This design comes from an exercise in tuning for small area on the open sky130 flow, not from production work. In this exercise RTL edits were held to simulation tests only and were not proved equivalent to the original.

## JK
==> flow/design.v <==
module top
(
    input clk,
    input rst,              
    output [7:0] segments,  
    output [3:0] digits     
);
reg  [8:0] tmr;
wire       sec = tmr[8] & ~tmr[4] & tmr[3] & tmr[2] & ~tmr[1] & tmr[0];
reg  [2:0] sw_cnt;
wire       sw = sw_cnt[2] & ~sw_cnt[1];
reg  [1:0] pos;
reg        pend;
reg  [3:0] d3, d2, d1, d0;
wire inc = sw & (sec | pend);
function [3:0] bcd_inc;
    input [3:0] d;
    begin
        bcd_inc[0] = ~d[0];
        bcd_inc[1] = ~d[3] & (d[1] ^ d[0]);
        bcd_inc[2] = d[2] ^ (d[1] & d[0]);
        bcd_inc[3] = d[3] ^ (d[0] & (d[3] | (d[2] & d[1])));
    end
endfunction
wire c0 = inc;
wire c1 = c0 & d0[3] & d0[0];
wire c2 = c1 & d1[3] & d1[0];
wire c3 = c2 & d2[3] & d2[0];
always @(posedge clk) begin
    if (rst) begin
        tmr    <= 9'h001;
        sw_cnt <= 3'b000;
        pos    <= 2'b00;
        pend   <= 1'b0;
        d0     <= 4'hF;
        d1     <= 4'hF;
        d2     <= 4'hF;
        d3     <= 4'hF;
    end else begin
        tmr    <= sec ? 9'h001 : {tmr[7:0], tmr[8] ^ tmr[3]};
        sw_cnt <= {sw_cnt[1:0], ~sw_cnt[2]};
        pend   <= ~sw & (sec | pend);
        if (sw)
            pos <= {pos[0], ~pos[1]};
        if (c0) d0 <= bcd_inc(d0);
        if (c1) d1 <= bcd_inc(d1);
        if (c2) d2 <= bcd_inc(d2);
        if (c3) d3 <= bcd_inc(d3);
    end
end
wire [3:0] d = (pos == 2'b00) ? d3 :
               (pos == 2'b01) ? d2 :
               (pos == 2'b11) ? d1 : d0;
assign digits = {pos == 2'b00, pos == 2'b01, pos == 2'b11, pos == 2'b10};
assign segments[7] = (~d[3] & ~d[2] & ~d[1] & d[0]) | (d[3] & d[2]) | (d[2] & ~d[1] & ~d[0]);
assign segments[6] = (d[3] & d[2]) | (d[2] & ~d[1] & d[0]) | (d[2] & d[1] & ~d[0]);
assign segments[5] = (d[3] & d[2]) | (~d[2] & d[1] & ~d[0]);
assign segments[4] = (~d[3] & ~d[2] & ~d[1] & d[0]) | (d[2] & ~d[1] & ~d[0]) | (d[2] & d[1] & d[0]);
assign segments[3] = (d[2] & ~d[1]) | d[0];
assign segments[2] = (~d[3] & ~d[2] & d[0]) | (~d[2] & d[1]) | (d[1] & d[0]);
assign segments[1] = (~d[3] & ~d[2] & ~d[1]) | (d[2] & d[1] & d[0]);
assign segments[0] = 1'b1;
endmodule
==> flow/config.mk <==
export PLATFORM = sky130hd
export DESIGN_NAME = top
export DESIGN_NICKNAME = top
export VERILOG_FILES = /design/flow/design.v
export SDC_FILE = /design/flow/constraint.sdc
export NUM_CORES = 4
export LEC_CHECK = 0
export ABC_AREA = 1
export CAP_MARGIN = 20
export CORE_MARGIN = 2
export CORE_UTILIZATION = 40
export SLEW_MARGIN = 20
==> flow/constraint.sdc <==
create_clock -name core_clock -period 13.5 [get_ports {clk}]
set_input_delay 2.7000 -clock core_clock [delete_from_list [all_inputs] [get_ports {clk}]]
set_output_delay 2.7000 -clock core_clock [all_outputs]
set_load 0.01 [all_outputs]
standard.sh (not shown) runs the stock make flow with config.mk's settings and CLKGATE_MAP_FILE= SYNTH_SCRIPT=/design/flow/synth_recipe.tcl, a recipe that flattens the netlist after the stock synthesis.
==> flow/flow/run.sh <==
#!/bin/bash
# Standard ORFS layout (standard.sh) with smaller port buffers and a lean clock tree.
set -euo pipefail
cd "$(dirname "$0")/.."
export BUFFER_PORTS_ARGS="-buffer_cell sky130_fd_sc_hd__buf_1"
export CTS_ARGS="-sink_clustering_enable -repair_clock_nets -dont_use_dummy_load -buf_list sky130_fd_sc_hd__clkbuf_4 -root_buf sky130_fd_sc_hd__clkbuf_4 -sink_clustering_size 50 -sink_clustering_max_diameter 500"
bash standard.sh > standard.log 2>&1
### JK -> MS
# JK
export LEC_CHECK = 0
export ABC_AREA = 1
export CAP_MARGIN = 20
export CORE_MARGIN = 2
export CORE_UTILIZATION = 40
export SLEW_MARGIN = 20
create_clock -name core_clock -period 13.5 [get_ports {clk}]
# MS
export LEC_CHECK = 0
export CAP_MARGIN = 20
export CORE_MARGIN = 2
export CORE_UTILIZATION = 65
export PLACE_DENSITY = 0.75
export SLEW_MARGIN = 20
create_clock -name core_clock -period 13.5 [get_ports {clk}]
==> flow/flow/run.sh <==
#!/bin/bash
# The standard layout (standard.sh) with three changes:
#  - synthesis maps the logic with an area-oriented ABC script (synth.tcl, area.abc);
#  - port buffers are the smallest buffer, sky130_fd_sc_hd__buf_1;
#  - a lean clock tree: no dummy loads, few clock buffers.
set -euo pipefail
cd "$(dirname "$0")/.."
W=$PWD
sed "s#SYNTH_SCRIPT=[^ ]*#SYNTH_SCRIPT=$W/flow/synth.tcl#" standard.sh > my_standard.sh
grep -q "SYNTH_SCRIPT=$W/flow/synth.tcl" my_standard.sh
export BUFFER_PORTS_ARGS="-buffer_cell sky130_fd_sc_hd__buf_1"
export CTS_ARGS="-sink_clustering_enable -repair_clock_nets -dont_use_dummy_load -buf_list sky130_fd_sc_hd__clkbuf_4 -root_buf sky130_fd_sc_hd__clkbuf_4 -sink_clustering_size 50 -sink_clustering_max_diameter 500"
bash my_standard.sh > standard.log 2>&1
==> flow/flow/area.abc (new file) <==
strash
&get -n
&deepsyn -T 30
&dch -f
&nf -R 1000
&put
topo
==> flow/flow/synth.tcl (new file) <==
# The standard flow's synthesis script (synth_recipe.tcl) with one change: ABC maps the logic with
# area.abc, an area-oriented script, in place of ORFS's own ABC script.
set area_abc [file join [file dirname [file normalize [info script]]] area.abc]
proc synth {args} { yosys synth -nofsm -noshare {*}$args }
proc abc {args} {
  set i [lsearch -exact $args -script]
  if { $i >= 0 } { lset args [expr { $i + 1 }] $::area_abc }
  yosys abc {*}$args
}
source $::env(SCRIPTS_DIR)/synth.tcl
# left out here: clear keep_hierarchy, flatten, clean up, hide names made inside functions, write 1_2_yosys.v
--- outcome ---
Diff JK and MS: portion of the clock cycle consumed by the worst path in the final layout higher in MS
From JK to MS the numbers moved as follows: clock transition time at the flip-flop clock pins of the worst setup and hold paths lower; setup slack of the most critical reg-to-reg path saw a decrease; peak per-stage delay on the critical path picked up an extra 40 ps; fill cell instance count of the final layout has decreased; count of clock-buffer cells in the layout held steady.
Compared with JK, MS shows wire length that has gone down by more than 10%.
Met3 routing resource usage after global routing: MS vs JK up 1.7 points
| setup slack | MS vs JK | 690 ps lower |

==> port drivers added, routing unchanged <==
Ports are ideal in the flow. The routed layouts listed here were re-timed in OpenROAD. Step 1, drivers: a clkbuf_16 drives clk and a buf_2 each remaining input, both assumed. Step 2 also shifts input and output timing later by t, the mid clock arrival at the registers, as if the neighbouring blocks saw the same clock. Slacks: no drivers / after step 1 / after step 2; pairs: no drivers / after step 1.
| run | shift t [ns] | setup slack, ns | slew at the worst register clock pin (ns) |
|---|---|---|---|
| JK | 0.347 | 8.894 / 8.872 / 9.219 | 0.10 / 0.10 |
| MS | 0.338 | 8.200 / 8.178 / 8.516 | 0.08 / 0.08 |
After both steps setup and hold are still met in every run listed.
